This is an optimization exercise on Yosys and OpenROAD, whose aim is small area and a short achievable clock period, not a production implementation. RTL that was checked went through simulation tests only; none was proved equivalent to the original. Power and IR drop assume default switching activity.

## adc_to_vga
module adc_to_vga(clock, reset, ADC_CS_N, ADC_DIN, ADC_SCLK, ADC_DOUT, vga_R, vga_G,
vga_B, vga_clk, vga_blank, vga_sync, vga_h_sync, vga_v_sync);
export LEC_CHECK = 0
export ABC_AREA = 1
export CAP_MARGIN = 50
export CORE_MARGIN = 2
export CORE_UTILIZATION = 80
export CTS_BUF_LIST = sky130_fd_sc_hd__clkbuf_8
export CTS_CLUSTER_DIAMETER = 50
export CTS_CLUSTER_SIZE = 20
export SLEW_MARGIN = 70
create_clock -name core_clock -period 110.0 [get_ports {clock}]
standard.sh (not shown) runs the stock make flow with config.mk's settings and CLKGATE_MAP_FILE= SYNTH_SCRIPT=/design/flow/synth_recipe.tcl, a recipe that flattens the netlist after the stock synthesis.
==> flow/flow/run.sh <==
#!/bin/bash
# Standard layout; the only change is the cell used for the port buffers
# (a plain buf_2 instead of the one the resizer picks), so that the output
# and input paths are not slowed by a delay cell.
set -o pipefail
export BUFFER_PORTS_ARGS="-buffer_cell sky130_fd_sc_hd__buf_2"
bash standard.sh > standard.log 2>&1
==> next run, changes <==
CORE_UTILIZATION = 65   (was 80)
Outcome: Count of clock-buffer cells in the layout is higher by 2. Clock skew went up by 0.016 ns. Core utilization went down by 16 points. Non-clock buffer count falls by 1.


adc_to_vga, a different RTL version from the one above (not shown whole).
Size in the first run: about 1600 cells after synthesis, about 220 flip-flops, roughly 0.012 mm2 of cells after synthesis.
export LEC_CHECK = 0
export ABC_AREA = 1
export CAP_MARGIN = 50
export CORE_MARGIN = 2
export CORE_UTILIZATION = 65
export CTS_BUF_LIST = sky130_fd_sc_hd__clkbuf_8
export CTS_CLUSTER_DIAMETER = 40
export CTS_CLUSTER_SIZE = 15
export SLEW_MARGIN = 70
create_clock -name core_clock -period 110.0 [get_ports {clock}]
Scripts as last shown in full above: flow/flow/run.sh
Then changed:
- CTS_CLUSTER_DIAMETER: 40 -> not set
- CTS_CLUSTER_SIZE: 15 -> not set
After rerunning: The new run produced a clean layout. Cell area climbs slightly. Utilization climbs by 0.36 points. Routed wire length barely changes. Global-route usage climbs by 0.39 points. Die area does not change.
Then changed:
- CTS_BUF_LIST: sky130_fd_sc_hd__clkbuf_8 -> sky130_fd_sc_hd__clkbuf_4 sky130_fd_sc_hd__clkbuf_8
- CTS_CLUSTER_DIAMETER: not set -> 50
- CTS_CLUSTER_SIZE: not set -> 20
Maximum frequency stays flat; via count decreases by 0.77%; worst hold slack degrades by 5.2 ps; utilization went down by 0.83 points; die area does not change; flip-flop and latch count is unchanged; worst setup slack loses 23 ps; final area is lower by 1.2%; non-clock buffer count stays the same; synthesized area stays the same.
Then changed:
- CORE_UTILIZATION: 65 -> 75
- CTS_BUF_LIST: sky130_fd_sc_hd__clkbuf_4 sky130_fd_sc_hd__clkbuf_8 -> sky130_fd_sc_hd__clkbuf_8
What happened: The changed run passed the timing, DRC and antenna checks; sequential cell count is unchanged; cell area is lower by about 1.2%; total power decreases by about 0.7%; register-to-register slack degrades by 130 ps; setup slack improved by 24 ps; first-iteration DRC count grows by about 20%; utilization rises by 11 points; clock-buffer cell count shrinks by 7; area after synthesis does not change.
Then changed:
- CORE_UTILIZATION: 75 -> 65
Result: The new run produced a clean layout. Count of clock-buffer cells in the layout went up by 5. Synthesized area is unchanged. Final cell count rises by 1.3%. Synthesized cell count is unchanged. Power increases by 0.46%. Register-to-register slack improved by 120 ps.


## build 95
RTL: one of the versions met above, not the one the previous note started from.
Size: about 1700 cells after synthesis, ~12000 sq um of cells after synthesis.
export LEC_CHECK = 0
export ABC_AREA = 1
export CAP_MARGIN = 50
export CORE_MARGIN = 2
export CORE_UTILIZATION = 40
export CTS_BUF_LIST = sky130_fd_sc_hd__clkbuf_8
export SLEW_MARGIN = 70
create_clock -name core_clock -period 110.0 [get_ports {clock}]
Scripts as last shown in full above: flow/flow/run.sh
Build 95 ended with every stage complete and zero timing, DRC or antenna violations.
> inputs changed (build 95 -> build 62)
- CAP_MARGIN: 50 -> 20
- CTS_CLUSTER_DIAMETER: unset -> 50
- CORE_UTILIZATION: 40 -> 65
- SLEW_MARGIN: 70 -> 20
- CTS_CLUSTER_SIZE: unset -> 20
==> run summary <==
- The final RePlAce weighted congestion in build 62 was higher than what build 95 gave.
- The run with more setup slack is build 95; build 62 has less.
- Wire length of the first global-routing pass is lower on build 62
- Build 62 — signed area change from the synthesized netlist to the final layout 4.9 points lower, build 95 as reference
- Synthesized cell count came out exactly the same in build 95 and build 62.
- Largest incremental delay on the critical path in build 62 is 0.06 ns above build 95.
- On build 62: floorplan core area is about 40% lower than what build 95 gave.
Setup changes, build 62 to build 49
- swapping 65 for 40 in CORE_UTILIZATION
- swapping 20 for 70 in SLEW_MARGIN
- swapping 20 for 50 in CAP_MARGIN
Notes after the runs:
Build 49: no failed stages, no open violations at the end
Of the two values seen for critical-path cell with the highest stage delay, sky130_fd_sc_hd__dfxtp_1 was produced by build 49 and sky130_fd_sc_hd__a21oi_1 by build 62.
Share of total power consumed by net switching ends up higher on build 62.
Between build 62 and build 49, the flow reports final standard cell count with taps included and fillers excluded increasing by a little under 10%.
As far as number of flip-flops and latches goes, build 62 and build 49 are indistinguishable; the numbers are identical.
Higher combinational group share of total power among build 62 and build 49: build 62
Build 62 ended up with system_2.amp_t[2] as its worst setup path endpoint; build 49 ended up with vga_R[2].
Looking at worst setup path startpoint, the reset result is from build 62; the system_4.r_q one comes from build 49.
Between build 49 and build 62, it is build 49 whose power per cell area is higher, by about 0.33%.


## v22
adc_to_vga, a different RTL version from the one above (not shown whole).
Size in the first run: ~210 flip-flops, roughly 35 I/O pins, roughly 0.013 mm2 of cells after synthesis.
## adc_to_vga
module adc_to_vga(clock, reset, ADC_CS_N, ADC_DIN, ADC_SCLK, ADC_DOUT, vga_R, vga_G,
vga_B, vga_clk, vga_blank, vga_sync, vga_h_sync, vga_v_sync);
==> flow/config.mk <==
export PLATFORM = sky130hd
export DESIGN_NAME = adc_to_vga
export DESIGN_NICKNAME = adc_to_vga
export VERILOG_FILES = /design/flow/design.v
export SDC_FILE = /design/flow/constraint.sdc
export NUM_CORES = 4
export LEC_CHECK = 0
export ABC_AREA = 1
export CAP_MARGIN = 20
export CORE_MARGIN = 2
export CORE_UTILIZATION = 40
export CTS_BUF_LIST = sky130_fd_sc_hd__clkbuf_2
export CTS_CLUSTER_SIZE = 30
export SLEW_MARGIN = 20
==> flow/constraint.sdc <==
create_clock -name core_clock -period 110.0 [get_ports {clock}]
set_input_delay 22.0000 -clock core_clock [delete_from_list [all_inputs] [get_ports {clock}]]
set_output_delay 22.0000 -clock core_clock [all_outputs]
set_load 0.01 [all_outputs]
run.sh (not shown) runs the stock make flow with config.mk's settings and CLKGATE_MAP_FILE= SYNTH_SCRIPT=/design/flow/synth_recipe.tcl, a recipe that flattens the netlist after the stock synthesis.
Stock flow here: none of the scripts above is used.
#### Input delta (v7 over v22)
- a deleted CTS_BUF_LIST that had been sky130_fd_sc_hd__clkbuf_2
- a deleted CTS_CLUSTER_SIZE that had been 30
==> comparison <==
- In terms of reported net switching power, v22 and v7 differ only marginally.
- Final setup slack of the worst path (higher): v7
- Delta (v7 minus v22): cell area power density grew by about 4%; critical path arrival went down by 0.30 ns.
The following lists how v12 was set up differently from v7:
- an added CTS_BUF_LIST of sky130_fd_sc_hd__clkbuf_4
Results
v7 consumes more power than v12.
Compared v7 against v12; portion of the clock cycle consumed by the worst path in the final layout within noise.
Compared with v7, in v12 clock-buffer cell count higher; sequential share of layout area roughly the same; proportion of power drawn by the clock network lower; count of H-tree levels built during CTS higher.
Filler-free cell count of the finished design (higher): v12
Diff v7 -> v12: non-clock buffer count shows no meaningful change; wire length shows an increase of about 1.1%; maximum frequency from static timing analysis shows a reduction of about 0.6%.
| power in combinational cells | v7 vs v12 | ≈ equal |


adc_to_vga, a different RTL version from the one above (not shown whole).
For scale: roughly 1700 cells after synthesis, ~220 flip-flops, roughly 35 I/O pins, about 13000 µm² of cells after synthesis.
Design adc_to_vga, start of the top module:
module adc_to_vga(clock, reset, ADC_CS_N, ADC_DIN, ADC_SCLK, ADC_DOUT, vga_R, vga_G,
vga_B, vga_clk, vga_blank, vga_sync, vga_h_sync, vga_v_sync);
Settings: LEC_CHECK=0, ABC_AREA=1, CAP_MARGIN=50, CORE_MARGIN=2, CORE_UTILIZATION=40, CTS_BUF_LIST=sky130_fd_sc_hd__clkbuf_8, SLEW_MARGIN=70; clock period 110.0 ns.
standard.sh (not shown) runs the stock make flow with config.mk's settings and CLKGATE_MAP_FILE= SYNTH_SCRIPT=/design/flow/synth_recipe.tcl, a recipe that flattens the netlist after the stock synthesis.
Scripts as last shown in full above: flow/flow/run.sh
The baseline completed with no timing, DRC or antenna violations.
Edit:
CTS_BUF_LIST = default   (was sky130_fd_sc_hd__clkbuf_8)
Result: The new run finished with timing, DRC and antenna clean; synthesized area does not change; worst hold slack is about the same; clock-buffer cell count is lower by 23; routed wire length fell by 1.5%; via count decreases by 1.3%; core utilization came out higher by 0.17 points.
No run of this note included a check of the RTL's function; only the layout flow was run.


job 2609:
Another version of the RTL of adc_to_vga (not shown whole).
For scale: about 220 flip-flops, about 35 I/O pins, about 13000 µm² of cells after synthesis.
Settings: LEC_CHECK=0, ABC_AREA=1, CAP_MARGIN=50, CORE_MARGIN=2, CORE_UTILIZATION=40, SLEW_MARGIN=70; clock period 110.0 ns.
==> flow/flow/run.sh <==
#!/bin/bash
# Standard layout; the only change is the cell used for the port buffers
# (a plain buf_4 instead of the one the resizer picks), so that the output
# and input paths are not slowed by a delay cell.
set -o pipefail
export BUFFER_PORTS_ARGS="-buffer_cell sky130_fd_sc_hd__buf_4"
bash standard.sh > standard.log 2>&1
#### Input delta (job 9071 over job 2609)
==> flow/flow/run.sh <==
#!/bin/bash
# Standard layout; the only change is the cell used for the port buffers
# (a plain buf_2 instead of the one the resizer picks), so that the output
# and input paths are not slowed by a delay cell.
set -o pipefail
export BUFFER_PORTS_ARGS="-buffer_cell sky130_fd_sc_hd__buf_2"
bash standard.sh > standard.log 2>&1
Notes after the runs:
Overall power after layout delta (job 9071 − job 2609): unfavourable
From job 2609 to job 9071 the numbers moved as follows: routed wire length per instance now smaller, combinational group power comparable, arrival time at the worst endpoint now smaller, routed wire length now smaller, post-route standard cell area excluding fillers comparable.
In job 9071, the clock network fraction of design power came out 0.2 points above the value in job 2609.
Across job 2609 and job 9071, the outcome is the same: a clean finish for every run.
The switching share of total power on job 2609 is in line with that on job 9071.
The area taken by multi-input logic gates on job 9071 is in line with that on job 2609.
Any difference in via count between job 9071 and job 2609 is small enough to ignore.
First-pass GRT wire length: job 9071 vs job 2609, no meaningful difference


== run 1 ==
adc_to_vga, a different RTL version from the one above (not shown whole).
Size: roughly 1800 cells after synthesis, ~210 flip-flops, about 35 I/O pins, ~0.013 sq mm of cells after synthesis.
// adc_to_vga
module adc_to_vga(clock, reset, ADC_CS_N, ADC_DIN, ADC_SCLK, ADC_DOUT, vga_R, vga_G,
vga_B, vga_clk, vga_blank, vga_sync, vga_h_sync, vga_v_sync);
==> flow/config.mk <==
export PLATFORM = sky130hd
export DESIGN_NAME = adc_to_vga
export DESIGN_NICKNAME = adc_to_vga
export VERILOG_FILES = /design/flow/design.v
export SDC_FILE = /design/flow/constraint.sdc
export NUM_CORES = 4
export LEC_CHECK = 0
export ABC_AREA = 1
export CAP_MARGIN = 50
export CORE_MARGIN = 2
export CORE_UTILIZATION = 40
export SLEW_MARGIN = 70
==> flow/constraint.sdc <==
create_clock -name core_clock -period 110.0 [get_ports {clock}]
set_input_delay 22.0000 -clock core_clock [delete_from_list [all_inputs] [get_ports {clock}]]
set_output_delay 22.0000 -clock core_clock [all_outputs]
set_load 0.01 [all_outputs]
run.sh (not shown) runs the stock make flow with config.mk's settings and CLKGATE_MAP_FILE= SYNTH_SCRIPT=/design/flow/synth_recipe.tcl, a recipe that flattens the netlist after the stock synthesis.
Stock flow here: none of the scripts above is used.
Run 1 has completed all stages; timing, DRC and antenna checks passed.
The inputs of run 2 differ from those of run 1 as listed below.
- an added CTS_BUF_LIST of sky130_fd_sc_hd__clkbuf_4
- a change of SLEW_MARGIN from 70 to 20
- a change of CAP_MARGIN from 50 to 20
==> flow/flow/run.sh (new file) <==
#!/bin/bash
# Standard layout; the only change is the cell used for the port buffers
# (a plain buf_2 instead of the one the resizer picks), so that the output
# and input paths are not slowed by a delay cell.
set -o pipefail
export BUFFER_PORTS_ARGS="-buffer_cell sky130_fd_sc_hd__buf_2"
bash standard.sh > standard.log 2>&1
==> flow/standard.sh (new file) <==
#!/bin/bash
# synth_recipe.tcl (not shown) runs the flow's synth.tcl, then flattens the netlist and writes it again
# the make line also repeats each setting of config.mk as NAME=value (left out here)
make -C /OpenROAD-flow-scripts/flow DESIGN_CONFIG=/design/flow/config.mk WORK_HOME=/design/flow/orfs CLKGATE_MAP_FILE= SYNTH_SCRIPT=/design/flow/synth_recipe.tcl "${@:-finish}"
removed: flow/run.sh
==> comparison <==
- No stage failed in run 2, and the final checks on the layout all came back clean.
- Count of clock-buffer cells in the layout, run 1 and run 2, higher one = run 2.
- Comparing run 1 against run 2, there is no change at all in sum of overflow across all layers after global routing.
- In the reports for run 1 and run 2, the smaller clock network fraction of total power belongs to run 2.
- Run 2 has less setup slack than run 1.
- Taking run 1 as the reference point, the logic depth of the worst setup path including buffers of run 2 rises by 4.
- When run 2 is set beside run 1, its met2 demand-to-capacity share in global routing turns out to be 0.99 points smaller.
- Taking run 1 as the reference, in run 2 post-route cell area saw a decrease; minimum clock period has increased; logic depth of the worst register-to-register path down 13.
- Run 1 tops out at a higher clock frequency than run 2.
Changes in run 3 relative to run 2:
- CTS_BUF_LIST no longer set, was sky130_fd_sc_hd__clkbuf_4
==> flow/flow/run.sh <==
#!/bin/bash
# Standard layout; the only change is the cell used for the port buffers
# (a plain buf_8 instead of the one the resizer picks), so that the output
# and input paths are not slowed by a delay cell.
set -o pipefail
export BUFFER_PORTS_ARGS="-buffer_cell sky130_fd_sc_hd__buf_8"
bash standard.sh > standard.log 2>&1
[summary]
- Run 3 leaves more setup margin than run 2.
- Of run 3 and run 2, the lower fraction of the cycle the final worst path needs belongs to run 3.
- Post-layout instance count excluding filler cells, run 3 and run 2: smaller value in run 3
- The detailed-routing wirelength on met1 of run 2 and that of run 3 are within noise of each other.
- Peak supply drop, run 3 and run 2: larger value in run 3
- met2 track utilization from global routing ends up lower on run 2.
- Between run 3 and run 2, it is run 3 whose switching power total is higher, by about 1.8%.
- Against run 2, run 3 comes in about 1.7% higher on first-pass GRT wire length.
- The global-route usage was comparable across run 3 and run 2.
- Re switching fraction of total power: run 3 is 1.5 points down on run 2.
- Arrival time at the worst endpoint | run 3 below run 2
> inputs changed (run 3 -> run 4)
==> flow/flow/run.sh <==
#!/bin/bash
# Standard layout; the only change is the cell used for the port buffers
# (a plain buf_4 instead of the one the resizer picks), so that the output
# and input paths are not slowed by a delay cell.
set -o pipefail
export BUFFER_PORTS_ARGS="-buffer_cell sky130_fd_sc_hd__buf_4"
bash standard.sh > standard.log 2>&1
Findings:
- Run 4: done, clean on timing, DRC and antenna
- Going from run 3 to run 4, the maximum frequency was found to have gone down by about 0.5%.
- Run 4 against run 3: cell area went down by 220 sq um, combinational cell fraction of total power comparable.
- Signed area change from the synthesized netlist to the final layout down 1.6 points in run 4 wrt run 3
- Run 3 ended up with system_4.g_q as its launch point of the critical path; run 4 ended up with reset.
- On first-pass GRT wire length, run 4 does worse than run 3.
No functional check of the RTL was part of any run of this note.

==> separate check: timing with driven ports <==
The results above use ideal ports. As a check the final layouts listed here were re-extracted and re-timed, cells and wires unchanged.
Step 1: set_driving_cell puts a clkbuf_16 on clock and a buf_2 on each other input, an assumption about the parent block.
Step 2 adds t to the input delays and takes it off the output delays; t is the mean of the earliest and latest rising clock arrival at the registers after step 1. Input paths then give back, and output paths get back, about the clock's delay inside the block.
Slacks: ideal ports / drivers / drivers and shift; pairs: ideal ports / drivers.
run | t, ns | setup WS [ns] | latest minus earliest clock arrival (ns)
the first run of note 1 | 0.573 | 86.810 / 86.768 / 86.563 | 0.030 / 0.030
the second run of note 1 | 0.603 | 86.782 / 86.742 / 86.337 | 0.045 / 0.045
the first run of note 2 | 0.618 | 86.721 / 86.680 / 86.460 | 0.041 / 0.040
the second run of note 2 | 0.570 | 86.779 / 86.735 / 86.441 | 0.016 / 0.016
the third run of note 2 | 0.609 | 86.755 / 86.713 / 86.456 | 0.053 / 0.053
the fourth run of note 2 | 0.599 | 86.779 / 86.738 / 86.582 | 0.065 / 0.065
the fifth run of note 2 | 0.609 | 86.758 / 86.715 / 86.445 | 0.050 / 0.050
build 95 | 0.575 | 86.837 / 86.797 / 86.859 | 0.032 / 0.033
build 62 | 0.606 | 86.705 / 86.726 / 86.120 | 0.038 / 0.038
build 49 | 0.621 | 86.805 / 86.764 / 86.873 | 0.043 / 0.043
v22 | 0.865 | 86.080 / 86.035 / 86.288 | 0.072 / 0.072
v7 | 0.564 | 86.378 / 86.331 / 86.274 | 0.020 / 0.020
v12 | 0.711 | 86.233 / 86.190 / 86.299 | 0.060 / 0.060
the first run of note 5 | 0.583 | 86.805 / 86.760 / 86.635 | 0.030 / 0.030
the second run of note 5 | 0.559 | 86.824 / 86.776 / 86.647 | 0.017 / 0.016
job 2609 | 0.577 | 86.799 / 86.752 / 86.550 | 0.014 / 0.015
job 9071 | 0.569 | 86.850 / 86.800 / 86.570 | 0.010 / 0.010
run 1 | 0.562 | 86.361 / 86.311 / 86.749 | 0.009 / 0.010
run 2 | 0.717 | 85.677 / 85.695 / 84.978 | 0.063 / 0.064
run 3 | 0.567 | 86.526 / 86.478 / 86.145 | 0.009 / 0.009
run 4 | 0.559 | 86.404 / 86.431 / 85.872 | 0.014 / 0.014
After both steps setup and hold are still met in every run listed. For run 2, which loses most, drivers alone change the setup slack by +0.018 ns; drivers and shift together by -0.699 ns.
